Background: an optimization exercise with open tools, aiming at small area. Do not read the settings as production practice.
Only simulation tests tie the RTL to the original design; equivalence was not proved.
Power is estimated from default activity; no workload was simulated.

==> design/flow/design.v <==
`timescale 1ns / 1ps
module top (
    input clk,
    input resetn,
    input [1:0] user_dir,
    input [1:0] user_dir2,
    output hsync,
    output vsync,
    output [3:0] vga_r,
    output [3:0] vga_g,
    output [3:0] vga_b,
    output [9:0] score1,
    output [9:0] score2,
    input startgame,
    input gameover,
    output powerup_paddle_spawn,
    output reg [1:0] game_state,
    output ball_x_dir
);
    function automatic ge12(input [11:0] a, input [11:0] c);
        integer i;
        reg gt, eq;
        begin
            gt = 1'b0; eq = 1'b1;
            for (i = 11; i >= 0; i = i - 1) begin
                gt = gt | (eq & a[i] & ~c[i]);
                eq = eq & ~(a[i] ^ c[i]);
            end
            ge12 = gt | eq;
        end
    endfunction
    function automatic rin(input [9:0] a, input [9:0] lo, input [9:0] hi);
        rin = ge12({2'b0, a}, {2'b0, lo}) & ~ge12({2'b0, a}, {2'b0, hi} + 12'd1);
    endfunction
    function automatic sge11(input [10:0] a, input integer c);
        reg [10:0] cc;
        begin
            cc = c[10:0];
            sge11 = ge12({1'b0, ~a[10], a[9:0]}, {1'b0, ~cc[10], cc[9:0]});
        end
    endfunction
    function automatic slt8(input [7:0] a, input integer c);
        reg [7:0] cc;
        begin
            cc = c[7:0];
            slt8 = ~ge12({4'b0, ~a[7], a[6:0]}, {4'b0, ~cc[7], cc[6:0]});
        end
    endfunction
    function automatic [11:0] rsub(input [11:0] a, input [11:0] b);
        integer i;
        reg c;
        reg [11:0] d;
        begin
            c = 1'b1;
            for (i = 0; i < 12; i = i + 1) begin
                d[i] = a[i] ^ ~b[i] ^ c;
                c = (a[i] & ~b[i]) | (a[i] & c) | (~b[i] & c);
            end
            rsub = d;
        end
    endfunction
    reg [1:0] cnt;
    always @(posedge clk)
        if (!resetn) cnt <= 2'd0;
        else cnt <= cnt + 2'd1;
    wire ce = (cnt == 2'd1);
    reg [9:0] x, y;
    wire xend = x[9] & x[8] & (&x[4:0]);    
    wire yend = y[9] & y[3] & y[2];         
    always @(posedge clk) begin
        if (!resetn) begin
            x <= 10'd0;
            y <= 10'd0;
        end else if (ce) begin
            if (!xend)
                x <= x + 10'd1;
            else begin
                x <= 10'd0;
                if (!yend) y <= y + 10'd1;
                else y <= 10'd0;
            end
        end
    end
    assign hsync = ~rin(x, 656, 751);
    assign vsync = ~rin(y, 490, 491);
    wire active = ~(x[9] & (x[8] | x[7])) & ~y[9] & ~(&y[8:5]);
    reg [10:0] uc;
    reg upd;
    always @(posedge clk) begin
        if (!resetn) begin
            uc <= 11'h7FF;
            upd <= 1'b0;
        end else if (game_state == 2'b01) begin
            if (uc == 11'h458) begin
                uc <= 11'h7FF;
                upd <= 1'b1;
            end else begin
                uc <= {uc[9:0], uc[10] ^ uc[8]};
                upd <= 1'b0;
            end
        end
    end
    reg [9:0] s1, s2;
    assign score1 = s1;
    assign score2 = s2;
    reg won;
    always @(posedge clk)
        if (!resetn) won <= 1'b0;
        else if (s1 == 10'd7 || s2 == 10'd7) won <= 1'b1;
    always @(posedge clk) begin
        if (!resetn)
            game_state <= 2'b00;
        else if (ce) begin
            case (game_state)
                2'b00: if (startgame) game_state <= 2'b01;
                2'b01: if (gameover || won) game_state <= 2'b10;
                default: ;
            endcase
        end
    end
    reg [15:0] lfsr;
    wire fb = lfsr[15] ^ lfsr[13] ^ lfsr[5] ^ lfsr[2] ^ lfsr[8];
    always @(posedge clk)
        if (!resetn) lfsr <= 16'hACE1;
        else lfsr <= {lfsr[14:0], fb};
    reg [7:0] ra;    
    reg [5:0] rb;    
    wire [8:0] ua = {ra, lfsr[0]};
    wire [6:0] ub = {rb, lfsr[2]};
    wire sa = lfsr[15];
    reg [7:0] ka;
    reg [5:0] kb;
    always @(*) begin
        if (!sa) ka = ge12({3'b0, ua}, 167) ? 8'd89 : 8'd0;                
        else if (!ge12({3'b0, ua}, 36)) ka = 8'd131;                        
        else if (ge12({3'b0, ua}, 203)) ka = 8'd53;                         
        else ka = 8'd220;                                                   
        if (!sa) kb = ge12({5'b0, ub}, 53) ? 6'd11 : 6'd0;                  
        else if (!ge12({5'b0, ub}, 30)) kb = 6'd23;                         
        else if (ge12({5'b0, ub}, 83)) kb = 6'd45;                          
        else kb = 6'd34;                                                    
    end
    always @(posedge clk)
        if (!resetn) begin
            ra <= 8'd84;
            rb <= 6'd20;
        end else begin
            ra <= ua[7:0] + ka;
            rb <= ub[5:0] + kb;
        end
    reg [9:1] bxh;       
    wire [9:0] bx = {bxh, 1'b0};
    reg [9:0] by;
    reg xr;              
    reg ysn;             
    reg [1:0] ym;        
    reg [8:0] p1y, p2y;  
    reg spawn, pact, who;
    reg [8:0] pc;
    reg [8:0] pux, puy;
    assign ball_x_dir = xr;
    assign powerup_paddle_spawn = spawn;
    wire h1big = pact & who, h1small = pact & ~who;
    wire h2big = pact & ~who, h2small = pact & who;
    wire lwall = ~ge12({2'b0, bx}, 3);
    wire rwall = ge12({2'b0, bx}, 627);
    wire lx = rin(bx, 106, 109);
    wire rxz = ge12({2'b0, bx}, 519) && (!xr || !ge12({2'b0, bx}, 523));
    wire side = bx[9];
    wire [8:0] pp = side ? p2y : p1y;
    wire pbig = side ? h2big : h1big;
    wire psmall = side ? h2small : h1small;
    wire [11:0] e0 = rsub({2'b0, by}, {3'b0, pp});
    wire [10:0] e = e0[10:0];            
    wire [7:0] e8 = e[7:0];
    wire yhit = sge11(e, -10) && (pbig ? !sge11(e, 100) : psmall ? !sge11(e, 25) : !sge11(e, 50));
    wire phit = (lx | rxz) && yhit;
    wire score = lwall | rwall;
    reg [2:0] zone;
    always @(*) begin
        if (pbig) begin
            zone = slt8(e8, 3) ? 3'd0 : slt8(e8, 17) ? 3'd1 : slt8(e8, 31) ? 3'd2 : slt8(e8, 45) ? 3'd3 :
                   slt8(e8, 58) ? 3'd4 : slt8(e8, 72) ? 3'd5 : slt8(e8, 86) ? 3'd6 : 3'd7;
        end else if (psmall) begin
            zone = (!ge12({3'b0, pp}, 6) || slt8(e8, -6)) ? 3'd0 : slt8(e8, -2) ? 3'd1 : slt8(e8, 3) ? 3'd2 :
                   slt8(e8, 7) ? 3'd3 : slt8(e8, 11) ? 3'd4 : slt8(e8, 16) ? 3'd5 : slt8(e8, 20) ? 3'd6 : 3'd7;
        end else begin
            zone = (!ge12({3'b0, pp}, 3) || slt8(e8, -3)) ? 3'd0 : slt8(e8, 5) ? 3'd1 : slt8(e8, 12) ? 3'd2 :
                   slt8(e8, 20) ? 3'd3 : slt8(e8, 27) ? 3'd4 : slt8(e8, 35) ? 3'd5 : slt8(e8, 42) ? 3'd6 : 3'd7;
        end
    end
    wire yflip = ge12({2'b0, by}, 467) || !ge12({2'b0, by}, 3);
    reg nysn;
    reg [1:0] nym;
    always @(*) begin
        if (score) begin
            nysn = ~by[0];
            nym = 2'd0;
        end else if (phit) begin
            nysn = ~zone[2];
            nym = zone[2] ? zone[1:0] : ~zone[1:0];
        end else begin
            nysn = ysn ^ yflip;
            nym = ym;
        end
    end
    wire nxr = (score | phit) ? ~xr : xr;
    wire [9:0] ydelta = nysn ? ~{8'd0, nym} : {8'd0, nym} + 10'd1;
    wire [9:2] bxstep = bx[9:2] + (nxr ? 8'd1 : 8'd255);
    always @(posedge clk) begin
        if (!resetn) begin
            xr <= 1'b1;
            ysn <= 1'b0;
            ym <= 2'd0;
            bxh <= 9'd160;
            by <= 10'd240;
            s1 <= 10'd0;
            s2 <= 10'd0;
        end else if (upd) begin
            xr <= nxr;
            ysn <= nysn;
            ym <= nym;
            if (lwall) begin
                s2 <= s2 + 10'd1;
                bxh <= 9'd65;
            end else if (rwall) begin
                s1 <= s1 + 10'd1;
                bxh <= 9'd250;
            end else
                bxh <= {bxstep, bx[1]};
            by <= score ? 10'd240 : by + ydelta;
        end
    end
    wire p1low = h1big ? !ge12({3'b0, p1y}, 379) : h1small ? !ge12({3'b0, p1y}, 454) : !ge12({3'b0, p1y}, 429);
    wire p2low = h2big ? !ge12({3'b0, p2y}, 379) : h2small ? !ge12({3'b0, p2y}, 454) : !ge12({3'b0, p2y}, 429);
    always @(posedge clk) begin
        if (!resetn) begin
            p1y <= 9'd240;
            p2y <= 9'd240;
        end else if (upd) begin
            if (user_dir == 2'b10 && p1y != 9'd0) p1y <= p1y - 9'd3;
            if (user_dir == 2'b01 && p1low) p1y <= p1y + 9'd3;
            if (user_dir2 == 2'b10 && p2y != 9'd0) p2y <= p2y - 9'd3;
            if (user_dir2 == 2'b01 && p2low) p2y <= p2y + 9'd3;
        end
    end
    wire [11:0] cbx0 = rsub({2'b0, bx}, {3'b0, pux});
    wire [11:0] cby0 = rsub({2'b0, by}, {3'b0, puy});
    wire coll = sge11(cbx0[10:0], -9) && !sge11(cbx0[10:0], 6) &&
                sge11(cby0[10:0], -9) && !sge11(cby0[10:0], 6);
    wire [8:0] l9 = lfsr[8:0];
    wire [8:0] dly = !ge12({3'b0, l9}, 240) ? l9 + 9'd240 : !ge12({3'b0, l9}, 480) ? l9 : l9 - 9'd240;
    always @(posedge clk) begin
        if (!resetn) begin
            spawn <= 1'b0;
            pact <= 1'b0;
            who <= 1'b0;
            pc <= 9'd240;
        end else if (upd) begin
            if (spawn) begin
                if (coll) begin
                    spawn <= 1'b0;
                    pact <= 1'b1;
                    who <= xr;
                    pc <= 9'd479;
                end
            end else if (pc != 9'd0) begin
                pc <= pc - 9'd1;
            end else if (pact) begin
                pact <= 1'b0;
                pc <= dly;
            end else begin
                spawn <= 1'b1;
            end
        end
    end
    always @(posedge clk)
        if (upd && !spawn && !pact && pc == 9'd0) begin
            pux <= {ra + 8'd50, lfsr[0]};
            puy <= {rb, lfsr[2:0]};
        end
    wire border = (x == 10'd0) || (x == 10'd2) || (x == 10'd639) || (x == 10'd637) ||
                  (y == 10'd0) || (y == 10'd2) || (y == 10'd479) || (y == 10'd477);
    wire [11:0] bdx = rsub({2'b0, x}, {2'b0, bx});
    wire [11:0] bdy = rsub({2'b0, y}, {2'b0, by});
    wire vball = !ge12({1'b0, bdx[10:0]}, 10) && !ge12({1'b0, bdy[10:0]}, 10);
    wire [11:0] p1d = rsub({2'b0, y}, {3'b0, p1y});
    wire [11:0] p2d = rsub({2'b0, y}, {3'b0, p2y});
    wire vpaddle1 = rin(x, 100, 109) &&
        (h1big ? !ge12({1'b0, p1d[10:0]}, 100) : h1small ? !ge12({1'b0, p1d[10:0]}, 25) : !ge12({1'b0, p1d[10:0]}, 50));
    wire vpaddle2 = rin(x, 530, 539) &&
        (h2big ? !ge12({1'b0, p2d[10:0]}, 100) : h2small ? !ge12({1'b0, p2d[10:0]}, 25) : !ge12({1'b0, p2d[10:0]}, 50));
    wire game_display = border || vball || vpaddle1 || vpaddle2;
    wire [11:0] qx0 = rsub({2'b0, x}, {3'b0, pux});
    wire [11:0] qy0 = rsub({2'b0, y}, {3'b0, puy});
    wire [10:0] qx = qx0[10:0];
    wire [10:0] qy = qy0[10:0];
    wire qxlo = (qx[10:3] == 8'd0);
    wire qylo = (qy[10:3] == 8'd0);
    wire qxin = qxlo && qx[2:0] != 3'd7;
    wire qyin = qylo && qy[2:0] != 3'd7;
    wire qxe = qxlo && (qx[2:0] == 3'd0 || qx[2:0] == 3'd6);
    wire qye = qylo && (qy[2:0] == 3'd0 || qy[2:0] == 3'd6);
    wire qxm = qxlo && (qx[2:0] == 3'd3);
    wire qym = qylo && (qy[2:0] == 3'd3);
    wire qxc = qxlo && (qx[2:0] == 3'd2 || qx[2:0] == 3'd3 || qx[2:0] == 3'd4);
    wire qyc = qylo && (qy[2:0] == 3'd2 || qy[2:0] == 3'd3 || qy[2:0] == 3'd4);
    wire powerup = qxe && qyin || qye && qxin || qxm && qyc || qym && qxc;
    wire letter_p = rin(x, 130, 140) && rin(y, 100, 220) ||
                    rin(x, 141, 175) && rin(y, 100, 110) ||
                    rin(x, 166, 210) && rin(y, 111, 121) ||
                    rin(x, 200, 210) && rin(y, 122, 165) ||
                    rin(x, 141, 199) && rin(y, 155, 165) ;
    wire letter_i = rin(x, 240, 250) && rin(y, 100, 220);
    wire letter_n = rin(x, 280, 290) && rin(y, 100, 220) ||
                    rin(x, 291, 310) && rin(y, 105, 115) ||
                    rin(x, 300, 310) && rin(y, 116, 138) ||
                    rin(x, 311, 330) && rin(y, 128, 138) ||
                    rin(x, 320, 330) && rin(y, 139, 164) ||
                    rin(x, 331, 345) && rin(y, 154, 164) ||
                    rin(x, 335, 345) && rin(y, 165, 190) ||
                    rin(x, 346, 360) && rin(y, 180, 190) ||
                    rin(x, 350, 360) && rin(y, 191, 210) ||
                    rin(x, 361, 379) && rin(y, 200, 210) ||
                    rin(x, 380, 390) && rin(y, 100, 220);
    wire letter_g = rin(x, 420, 500) && rin(y, 100, 110) ||
                    rin(x, 420, 430) && rin(y, 111, 220) ||
                    rin(x, 431, 500) && rin(y, 210, 220) ||
                    rin(x, 490, 500) && rin(y, 165, 209) ||
                    rin(x, 460, 489) && rin(y, 165, 175);
    wire title_display = border || letter_p || letter_i || letter_n || letter_g;
    wire letter_g_2 = rin(x, 100, 180) && rin(y, 100, 110) ||
                      rin(x, 100, 110) && rin(y, 111, 220) ||
                      rin(x, 111, 180) && rin(y, 210, 220) ||
                      rin(x, 170, 180) && rin(y, 165, 209) ||
                      rin(x, 140, 169) && rin(y, 165, 175);
    wire letter_a = rin(x, 220, 230) && rin(y, 100, 220) ||
                    rin(x, 231, 300) && rin(y, 100, 110) ||
                    rin(x, 290, 300) && rin(y, 111, 220) ||
                    rin(x, 231, 289) && rin(y, 150, 160);
    wire letter_m = rin(x, 340, 350) && rin(y, 100, 220) ||
                    rin(x, 351, 365) && rin(y, 100, 110) ||
                    rin(x, 360, 375) && rin(y, 111, 120) ||
                    rin(x, 375, 385) && rin(y, 121, 190) ||
                    rin(x, 385, 400) && rin(y, 111, 120) ||
                    rin(x, 395, 409) && rin(y, 100, 110) ||
                    rin(x, 410, 420) && rin(y, 100, 220);
    wire letter_e = rin(x, 460, 540) && rin(y, 100, 110) ||
                    rin(x, 460, 470) && rin(y, 111, 220) ||
                    rin(x, 471, 540) && rin(y, 210, 220) ||
                    rin(x, 471, 515) && rin(y, 155, 165);
    wire letter_o = rin(x, 110, 170) && rin(y, 260, 270) ||
                    rin(x, 100, 110) && rin(y, 270, 370) ||
                    rin(x, 110, 170) && rin(y, 370, 380) ||
                    rin(x, 170, 180) && rin(y, 270, 370);
    wire letter_v = rin(x, 220, 230) && rin(y, 260, 320) ||
                    rin(x, 230, 240) && rin(y, 320, 360) ||
                    rin(x, 240, 250) && rin(y, 360, 370) ||
                    rin(x, 250, 270) && rin(y, 370, 380) ||
                    rin(x, 270, 280) && rin(y, 360, 370) ||
                    rin(x, 280, 290) && rin(y, 320, 360) ||
                    rin(x, 290, 300) && rin(y, 260, 320);
    wire letter_e_2 = rin(x, 340, 420) && rin(y, 260, 270) ||
                      rin(x, 340, 350) && rin(y, 271, 380) ||
                      rin(x, 351, 420) && rin(y, 370, 380) ||
                      rin(x, 351, 395) && rin(y, 315, 325);
    wire letter_r = rin(x, 460, 470) && rin(y, 260, 380) ||
                    rin(x, 471, 530) && rin(y, 260, 270) ||
                    rin(x, 530, 540) && rin(y, 270, 320) ||
                    rin(x, 471, 530) && rin(y, 320, 330) ||
                    rin(x, 510, 520) && rin(y, 330, 345) ||
                    rin(x, 520, 530) && rin(y, 345, 360) ||
                    rin(x, 530, 540) && rin(y, 360, 380);
    wire over_display = border || letter_g_2 || letter_a || letter_m || letter_e ||
                        letter_o || letter_v || letter_e_2 || letter_r;
    wire final_display = (game_state == 2'b00) ? title_display :
                         (game_state == 2'b01) ? (game_display || (spawn && powerup)) :
                         (game_state == 2'b10) ? over_display : 1'b0;
    reg video;
    always @(posedge clk)
        if (!resetn) video <= 1'b0;
        else if (ce) video <= final_display && active;
    assign vga_r = {4{video}};
    assign vga_g = {4{video}};
    assign vga_b = {4{video}};
endmodule
==> design/flow/run.sh <==
#!/bin/bash
# synth_recipe.tcl (not shown) runs the flow's synth.tcl, then flattens the netlist and writes it again
# the make line also repeats each setting of config.mk as NAME=value (left out here)
make -C /OpenROAD-flow-scripts/flow DESIGN_CONFIG=/design/flow/config.mk WORK_HOME=/design/flow/orfs CLKGATE_MAP_FILE= SYNTH_SCRIPT=/design/flow/synth_recipe.tcl finish
==> design/flow/config.mk <==
export PLATFORM = sky130hd
export DESIGN_NAME = top
export DESIGN_NICKNAME = top
export VERILOG_FILES = /design/flow/design.v
export SDC_FILE = /design/flow/constraint.sdc
export NUM_CORES = 4
export LEC_CHECK = 0
export CAP_MARGIN = 20
export CORE_MARGIN = 2
export CORE_UTILIZATION = 40
export PLACE_DENSITY = 0.6
export SLEW_MARGIN = 20
==> design/flow/constraint.sdc <==
create_clock -name core_clock -period 10.0 [get_ports {clk}]
set_input_delay 2.0000 -clock core_clock [delete_from_list [all_inputs] [get_ports {clk}]]
set_output_delay 2.0000 -clock core_clock [all_outputs]
set_load 0.01 [all_outputs]
==> results of run 1 <==
[cell type report]
cell class | instances | area share (%)
clock buffer | 18 | 2.93
clock inverter | 14 | 0.945
inverter | 118 | 2.89
multi-input combinational | 1357 | 63.7
sequential | 158 | 21.7
tap | 455 | 3.71
timing repair buffer | 70 | 4.12
[kinds of logic (layout without fill, tap and decap cells)]
kind of cell    count (synthesis)  count (layout)  synth area share (%)
mux                            27              27                  1.96
buf+inv                       228             220                  6.62
compound gates                442             442                  20.6
simple gates                  649             649                  23.8
fa+ha+maj                     152             152                  17.8
xor+xnor                       87              87                  5.44
flops                         158             158                  23.8
[cells in the final DEF (no fill, tap or decap), types with 35 or more instances in the layout]
cell type | synthesis | layout
nor3_1 | 39 | 39
nand2_1 | 160 | 160
xnor2_1 | 52 | 52
a21oi_1 | 119 | 119
ha_1 | 73 | 73
clkdlybuf4s50_1 | 0 | 44
o21ai_0 | 102 | 102
nand3_1 | 64 | 64
nor2_1 | 141 | 141
xor2_1 | 35 | 35
dfxtp_1 | 141 | 141
inv_1 | 118 | 117
fa_1 | 79 | 79
[routing by layer]
| metal | up-vias | GRT usage, % | part of all wire (%) |
|---|---|---|---|
| met5 | - | 0 | 0 |
| met4 | 0 | 6.51 | 2.0 |
| li1 | 6195 | - | - |
| met2 | 543 | 37.7 | 46 |
| met1 | 6234 | 31.7 | 45 |
| met3 | 68 | 4.09 | 6.8 |
[sequential cells by signal, indices dropped and copies added (netlist names), 9 cells and up]
register / cells
lfsr: 16
s2: 10
bxh: 9
uc: 11
p1y: 9
puy: 9
p2y: 9
s1: 10
y: 10
by: 10
x: 10
pc: 9
[worst paths after layout]
path,cells after the start,end,startpoint,slack (ps)
max,29,by[9],bxh[9],1540
max reg2reg,29,by[9],bxh[9],1540
min reg2reg,1,lfsr[10],lfsr[9],410
min,1,lfsr[10],lfsr[9],410
[power by group through the flow]
stage	clock network (uW)	registers, uW	logic, uW
6_report	662	745	462
5_1_grt	704	753	530
4_1_cts	677	745	462
3_5_place_dp	0	759	458
3_3_place_gp	0	759	450
2_1_floorplan	0	736	386
[critical path, delay by kind of cell, from the launching register on]
family / cells / cell delay (ps)
fa+ha+maj: 9 / 3310
compound gates: 10 / 2380
simple gates: 6 / 1420
mux: 2 / 590
buf+inv: 2 / 340
flops: 1 / 310
[stage by stage]
stage	hold slack, ps	setup WS, ps	cells
floorplan	386	1760	1743
global placement	391	1650	2158
detailed placement	395	1420	2158
CTS	414	1410	2190
global route	429	1120	2190
finish	409	1540	2190
==> metrics.md, run 1 <==
| Metric | Value |
|---|---|
| Placeable Area | 34500 um2 |
| Synth area leaders | dfxtp_1, fa_1, ha_1 |
| Ys async rst share | 0% |
| Row count | 68 |
| Final setup violation count | 0 |
| Combinational power share | 24.7% |
| Top-area cell type share of the netlist area | 20.1% |
| Sink Count | 158 |
| Vias in the first global route | 12472 |
| CP most frequent cell | fa_1 |
| Die height | 191 um |
| Share of power burned in registers | 39.9% |
| Pin count of the biggest net entering global routing | 69 |
| Design Area, Final | 15400 um2 |
| First-pass GRT wire length | 67.7 mm |
| Yosys reg bits | 158 |
| Highest Clock Rate | 0.118 GHz |
| Worst Tran Pin Value | 1060 ps |
| DR iter-0 viols | 1693 |
| Commonest cells post-synth | nand2_1, dfxtp_1, nor2_1, a21oi_1, inv_1 |
| Max stage delay on crit path | 640 ps |
| Footprint of the multi-input gates | 9780 um2 |
| EDFF count, synth | 17 |
| Total setup buffers inserted after CTS | 0 |
| Die Area | 36600 um2 |
| Initial Util | 40.6% |
| Critical Path AT | 8810 ps |
| Crit Path Category | reg2reg |
| Cell taking the most area after synthesis | dfxtp_1 |
| Io pins | 46 |
| Library cells used by synthesis | 85 |
| Rel. slew slack | 28.6% |
| Antenna Diode Count | 0 |
| Final hold viol count | 0 |
| Final Cycle Share | 84.6% |
| CTS root buf | clkbuf_16 |
| Fin crit period | 8460 ps |
| Layout cells sized above 1 | 5.53% |
| Clock Power Share | 35.4% |
| Final WL | 42.1 mm |
| Initial antenna violation count | 0 |
| Max Cap Viol | 0 |
| Most frequent cell after synthesis | nand2_1 |
| IO buf count | 45 |
| Post-CTS sizing | 0 |
| Final Util | 44.4% |
| CTS Hold Bufs | 0 |
| Lkg Pwr | 0.00576 uW |
| Worst path slowest cell | fa_1 |
| Global route total overflow | 0 |
| Syn. warnings | 1 |
| Die width | 191 um |
| Clock Path Buffers | 2 |
| Required time of the worst setup path | 10350 ps |
| Nature of the critical path endpoint | flip-flop |
| Startpoint Class | flip-flop |
| CTS tree | yes |
| Drt drc | 0 |
| Skew-Pair Late Insertion Delay | 440 ps |
| Syn Area/Cell | 8.04 um2 |
| Fin. max-slew vios | 0 |
| Worst Hold Class | reg2reg |
| Gr usage total | 23.3% |
| Internal Power | 1250 uW |
| FILL cells | 3464 |
| Vias | 13040 |
| RSZ-0062 raised after global routing | false |
| Main flop type after synthesis | dfxtp_1 |
| Total power draw | 1870 uW |
| Outcome | no timing/DRC/antenna violations |
| Sequential share of the synthesized area | 23.8% |
| Sw frac | 33.0% |
| Worst-path fanout max | 25 |
| Max VDD drop | 0.000114 V |
| Reg area | 3330 um2 |
| Cell area power density | 122 nW/um2 |
| Synth Cell Area | 14000 um2 |
| Syn_nets | 1903 |
| H-tree depth | 4 |
| Iteration count of the initial detailed-routing pass | 5 |
| HPWL after DPL | 30.9 mm |
| Placed cell areas | 14700 um2 |
| Num CTS Buffers | 17 |
| Clock Skew | 15.1 ps |
| Routability cong. | 0.958 |
| Final Net Count | 1882 |
| CTS clock-pin slew for the worst setup and hold paths | 70 ps |
| Wire length per cell | 19.2 um |
| Vias/cell | 5.95 |
| Fin Setup TNS | 0 ps |
| Synthesized instance count | 1743 |
| P&R area growth vs syn | 9.50% |
| Antenna Nets Post-Route | 0 |
| Net Sw Power | 617 uW |
==> inputs of run 2 (changes only) <==
--- a/design/flow/design.v
+++ b/design/flow/design.v
@@ -123,31 +123,27 @@
     always @(posedge clk)
         if (!resetn) lfsr <= 16'hACE1;
         else lfsr <= {lfsr[14:0], fb};
-    reg [7:0] ra;    
-    reg [5:0] rb;    
-    wire [8:0] ua = {ra, lfsr[0]};
-    wire [6:0] ub = {rb, lfsr[2]};
-    wire sa = lfsr[15];
+    reg [7:0] pa;
+    reg pa0;
+    reg [5:0] pb;
+    reg [2:0] pb0;
+    reg [3:0] hc;
+    wire [8:0] ua = {pa, lfsr[0]};
+    wire [6:0] ub = {pb, lfsr[2]};
+    wire sa = lfsr[15] & (&hc);
+    wire sb = lfsr[15] & hc[3] & hc[2] & (hc[1] | hc[0]);
     reg [7:0] ka;
     reg [5:0] kb;
     always @(*) begin
-        if (!sa) ka = ge12({3'b0, ua}, 167) ? 8'd89 : 8'd0;                
-        else if (!ge12({3'b0, ua}, 36)) ka = 8'd131;                        
-        else if (ge12({3'b0, ua}, 203)) ka = 8'd53;                         
-        else ka = 8'd220;                                                   
-        if (!sa) kb = ge12({5'b0, ub}, 53) ? 6'd11 : 6'd0;                  
+        if (!sa) ka = ge12({3'b0, ua}, 267) ? 8'd39 : 8'd206;              
+        else if (!ge12({3'b0, ua}, 136)) ka = 8'd81;                        
+        else if (ge12({3'b0, ua}, 303)) ka = 8'd3;                          
+        else ka = 8'd170;                                                   
+        if (!sb) kb = ge12({5'b0, ub}, 53) ? 6'd11 : 6'd0;                  
         else if (!ge12({5'b0, ub}, 30)) kb = 6'd23;                         
         else if (ge12({5'b0, ub}, 83)) kb = 6'd45;                          
         else kb = 6'd34;                                                    
     end
-    always @(posedge clk)
-        if (!resetn) begin
-            ra <= 8'd84;
-            rb <= 6'd20;
-        end else begin
-            ra <= ua[7:0] + ka;
-            rb <= ub[5:0] + kb;
-        end
     reg [9:1] bxh;       
     wire [9:0] bx = {bxh, 1'b0};
     reg [9:0] by;
@@ -157,7 +153,8 @@
     reg [8:0] p1y, p2y;  
     reg spawn, pact, who;
     reg [8:0] pc;
-    reg [8:0] pux, puy;
+    wire [8:0] pux = {pa, pa0};
+    wire [8:0] puy = {pb, pb0};
     assign ball_x_dir = xr;
     assign powerup_paddle_spawn = spawn;
     wire h1big = pact & who, h1small = pact & ~who;
@@ -274,10 +271,23 @@
             end
         end
     end
+    wire spawn_now = upd && !spawn && !pact && pc == 9'd0;
+    wire restart = upd && spawn && coll;
+    always @(posedge clk) begin
+        if (!resetn || restart) begin
+            pa <= 8'd50;
+            pb <= 6'd0;
+            hc <= 4'd0;
+        end else if (!spawn && !spawn_now) begin
+            pa <= ua[7:0] + ka;
+            pb <= ub[5:0] + kb;
+            if (!(&hc)) hc <= hc + 4'd1;
+        end
+    end
     always @(posedge clk)
-        if (upd && !spawn && !pact && pc == 9'd0) begin
-            pux <= {ra + 8'd50, lfsr[0]};
-            puy <= {rb, lfsr[2:0]};
+        if (!spawn) begin
+            pa0 <= lfsr[0];
+            pb0 <= lfsr[2:0];
         end
     wire border = (x == 10'd0) || (x == 10'd2) || (x == 10'd639) || (x == 10'd637) ||
                   (y == 10'd0) || (y == 10'd2) || (y == 10'd479) || (y == 10'd477);
==> design/flow/flow/run.sh (new file) <==
#!/bin/bash
# Own layout flow: the standard flow, with an area-oriented ABC script in
# synthesis (no adder extraction), single-drive port buffers and a clock tree
# without dummy loads. Each step's output goes to a log of its own here.
set -euo pipefail
HERE=$(pwd)
CTS_BUF=${CTS_BUF:-sky130_fd_sc_hd__clkbuf_8}
CTS_EXTRA=${CTS_EXTRA:-}
rm -rf "$HERE/scripts_area"
cp -r "$FLOW_HOME/scripts" "$HERE/scripts_area"
cp "$HERE/flow/abc.script" "$HERE/scripts_area/abc_speed.script"
bash standard.sh SCRIPTS_DIR="$HERE/scripts_area" ADDER_MAP_FILE= synth > "$HERE/synth.log" 2>&1
bash standard.sh "BUFFER_PORTS_ARGS=-buffer_cell sky130_fd_sc_hd__buf_1" \
  "CTS_ARGS=-sink_clustering_enable -repair_clock_nets -dont_use_dummy_load -buf_list $CTS_BUF $CTS_EXTRA" \
  finish > "$HERE/layout.log" 2>&1
==> design/flow/flow/abc.script (new file) <==
strash
&get -n
&deepsyn -T 120
&put
dch -f
amap
topo
==> design/flow/standard.sh (new file) <==
#!/bin/bash
# synth_recipe.tcl (not shown) runs the flow's synth.tcl, then flattens the netlist and writes it again
# the make line also repeats each setting of config.mk as NAME=value (left out here)
make -C /OpenROAD-flow-scripts/flow DESIGN_CONFIG=/design/flow/config.mk WORK_HOME=/design/flow/orfs CLKGATE_MAP_FILE= SYNTH_SCRIPT=/design/flow/synth_recipe.tcl "${@:-finish}"
--- a/design/flow/config.mk
+++ b/design/flow/config.mk
@@ -7,6 +7,6 @@
 export LEC_CHECK = 0
 export CAP_MARGIN = 20
 export CORE_MARGIN = 2
-export CORE_UTILIZATION = 40
-export PLACE_DENSITY = 0.6
+export CORE_UTILIZATION = 50
+export PLACE_DENSITY = 0.65
 export SLEW_MARGIN = 20
removed: design/flow/run.sh
==> run 2 against run 1 <==
  * Still clean
  * Sequential power is 11% lower
  * Synthesized area is 25% lower
  * Sequential share of layout area up 5.0 points
  * Via count fell by 5.0%
==> metrics.md, run 2 <==
| Metric | Value |
|---|---|
| Outcome | no timing/DRC/antenna violations |
| Pin count of the biggest net entering global routing | 49 (-29%) |
| Synthesized instance count | 1639 (-6.0%) |
| Placeable Area | 20800 um2 (-40%) |
| Highest Clock Rate | 0.136 GHz (+15%) |
| Final Cycle Share | 73.8% (-11 points) |
| Vias | 12389 (-5.0%) |
| Multiplexer share of the synthesized area | 0% (-2.0 points) |
| Hold Crit Start | lfsr[1] |
| Worst-path fanout max | 19 (-24%) |
| Required time of the worst setup path | 10320 ps (-30 ps) |
| P&R area growth vs syn | 6.75% |
| XOR/XNOR share of the synthesized area | 0.417% (-5.0 points) |
| Critical R2R Launch | bxh[9] |
| Fin. max-slew vios | 0 (unchanged) |
| Final setup violation count | 0 (unchanged) |
| Die Area | 22200 um2 (-39%) |
| Commonest non-fill, non-tap cells in the layout | nor2_1, clkinv_1, nand2_1, dfxtp_1, o21ai_0 |
| Syn Area/Cell | 6.41 um2 (-20%) |
| Antenna Nets Post-Route | 0 (unchanged) |
| Io pins | 46 (unchanged) |
| Yosys reg bits | 148 (-6.3%) |
| Reg with most FFs | lfsr |
| Fin crit period | 7380 ps (-1080 ps) |
| Commonest cells post-synth | nor2_1, clkinv_1, nand2_1, dfxtp_1, o21ai_0 |
| Most frequent cell after synthesis | nor2_1 |
| Routability cong. | 0.985 (+2.8%) |
| Antenna Diode Count | 0 (unchanged) |
| CP most frequent cell | clkinv_1 |
| Sink Count | 148 (-6.3%) |
| Vias in the first global route | 11489 (-7.9%) |
| Syn. warnings | 1 (unchanged) |
| DR iter-0 viols | 1127 (-33%) |
| Critical Path AT | 7700 ps (-1110 ps) |
| Die width | 149 um (-22%) |
| Complex-gate fraction of the synthesized area | 32.5% (+12 points) |
| CP startpoint | bxh[9] |
| Largest regs | lfsr: 16 flops, uc: 11 flops |
| Sequential share of the synthesized area | 28.5% (+4.7 points) |
| Design Area, Final | 11200 um2 (-27%) |
| Startpoint Class | flip-flop |
| Library cells used by synthesis | 55 (-35%) |
| Fraction of the mapped netlist area in simple logic gates | 30.2% (+6.4 points) |
| Num CTS Buffers | 17 (unchanged) |
| Reg2Reg Depth | 30 (+3.4%) |
| Placed cell areas | 11000 um2 (-26%) |
| Total setup buffers inserted after CTS | 0 (unchanged) |
| Main flop type after synthesis | dfxtp_1 |
| FF-to-FF setup slack | 2620 ps (+1080 ps) |
| Commonest non-fill, non-tap cell in the layout | nor2_1 |
| Final Net Count | 1706 (-9.4%) |
| Iteration count of the initial detailed-routing pass | 7 (+2) |
| Post-Synth Adder-Cell Area | 0% (-18 points) |
| Rel. slew slack | 36.1% (+7.5 points) |
| Worst path slowest cell | dfxtp_1 |
| Max Cap Viol | 0 (unchanged) |
| HPWL after DPL | 27.5 mm (-11%) |
| Fin Setup TNS | 0 ps (unchanged) |
| Initial Util | 50.5% (+9.9 points) |
| CTS clock-pin slew for the worst setup and hold paths | 90 ps (+20 ps) |
| Max VDD drop | 0.000105 V (-8.2%) |
| Vias/cell | 6.29 (+5.6%) |
| Drt drc | 0 (unchanged) |
| Crit Path Category | reg2reg |
| First-pass GRT wire length | 58.4 mm (-14%) |
| Max stage delay on crit path | 790 ps (+150 ps) |
| Ys async rst share | 0% (unchanged) |
| Layout cells sized above 1 | 1.47% (-4.1 points) |
| Synth area leaders | dfxtp_1, nor2_1, clkinv_1 |
| Syn_nets | 1647 (-13%) |
| Row count | 53 (-22%) |
| CTS tree | yes |
| Wire length per cell | 18.5 um (-3.9%) |
| Reg-to-reg endpoint | by[8] |
| CTS root buf | clkbuf_8 |
| Top-area cell type share of the netlist area | 27.6% (+7.5 points) |
| Initial antenna violation count | 0 (unchanged) |
| H-tree depth | 4 (unchanged) |
| EDFF count, synth | 3 (-14) |
| Worst Hold Class | reg2reg |
| Critical path destination | by[8] |
| RSZ-0062 raised after global routing | false |
| Max reg flops | 16 (unchanged) |
| Worst Tran Pin Value | 949 ps (-113 ps) |
| Clock Path Buffers | 2 (unchanged) |
| IO buf count | 45 (unchanged) |
| Clock Skew | 41.0 ps (+25.9 ps) |
| Combinational family with the most area after synthesis | compound AO/OA/AOI/OAI gates |
| Final WL | 36.4 mm (-14%) |
| CTS Hold Bufs | 0 (unchanged) |
| Die height | 149 um (-22%) |
| Cell taking the most area after synthesis | dfxtp_1 |
| Skew-Pair Late Insertion Delay | 460 ps (+20 ps) |
| Final hold viol count | 0 (unchanged) |
| Post-CTS sizing | 0 (unchanged) |
| Global route total overflow | 0 (unchanged) |
| Lkg Pwr | 0.00364 uW (-37%) |
| Nature of the critical path endpoint | flip-flop |
| Cell area power density | 127 nW/um2 (+4.0%) |
| Synth Cell Area | 10500 um2 (-25%) |
| Gr usage total | 32.9% (+9.7 points) |
-- run 2: changes by cell type after synthesis, sizes merged, moves of 53 or more --
| cell | change |
|---|---|
| nor2 | +239 |
| clkbuf | -69 |
| clkinv | +210 |
| ha | -73 |
| nor3 | +53 |
| inv | -118 |
| fa | -79 |
-- run 2: critical path: cells and delay by family, from the launching register on --
kind                   cells  cell delay (ps)
AOI/OAI and AO/OA         15             3410
and+or+nand+nor            8             1160
buffers and inverters      7             1890
DFF                        1              790
-- run 2: cells by family after synthesis --
family	Yosys count
flip-flops	148
AND/OR/NAND/NOR	740
buffers and inverters	222
AO/OA/AOI/OAI	524
XOR/XNOR	5
-- run 2: area by class of cell --
class                   count  area (um2)
well taps                 275         344
repair buffers             52         221
clock buffers              17         234
flip-flops and latches    148        2990
fillers                  2245        9610
inverters                 210         788
multi-input cells        1269        6640
-- run 2: power by group --
| group | leakage (uW) | internal [uW] | switching (uW) |
|---|---|---|---|
| sequential | 0.00121 | 619 | 42.8 |
| combinational | 0.00230 | 139 | 260 |
| clock | 0.000122 | 150 | 209 |
-- run 2: worst min path at each step --
stage / to / depth (start not counted) / slack [ps]
2_1_floorplan: lfsr[10] / 1 / 390
3_3_place_gp: lfsr[10] / 1 / 390
3_5_place_dp: lfsr[10] / 1 / 400
4_1_cts: pb0[1] / 0 / 420
5_1_grt: pb0[1] / 0 / 420
6_report: pb0[1] / 0 / 420
-- run 2: layer usage --
layer / track usage [%] / vias up / part of all wire (%)
met2: 52.4 / 597 / 44
met5: 0 / - / 0
li1: - / 6034 / -
met4: 14.6 / 0 / 4.1
met3: 6.39 / 114 / 9.1
met1: 43.5 / 5644 / 43
-- run 2: metrics by stage --
step / cells / setup slack (ps) / hold WS [ps] / util [%] / total power [uW]
global route: 1971 / 1720 / 417 / 53.9 / 1500
finish: 1971 / 2620 / 420 / 53.9 / 1420
global placement: 1954 / 2950 / 394 / 52.7 / 1060
floorplan: 1639 / 4220 / 391 / - / 967
detailed placement: 1954 / 2860 / 404 / 52.7 / 1060
CTS: 1971 / 2830 / 416 / 53.9 / 1420

==> what the ideal ports hide <==
No port has a modelled driver above. Below, the same layouts with a new extraction and two added sets of constraints.
Step 1 assumes that a clkbuf_16 drives the clock port and a buf_2 every other input.
Step 2 moves the port delays by t, midway between the first and last clock arrival at a register: inputs arrive t later, outputs are due t later. That takes back most of the time a late clock gives input paths.
Three values: ideal, step 1, step 2; two values: the first two.
run	t, ns	setup WS [ns]	clock arrival spread, ns	worst register clock-pin slew, ns
run 1	0.488	1.541 / 1.541 / 1.541	0.021 / 0.021	0.08 / 0.08
run 2	0.487	2.625 / 2.625 / 2.625	0.043 / 0.042	0.09 / 0.09
After both steps every run listed still meets setup and hold.
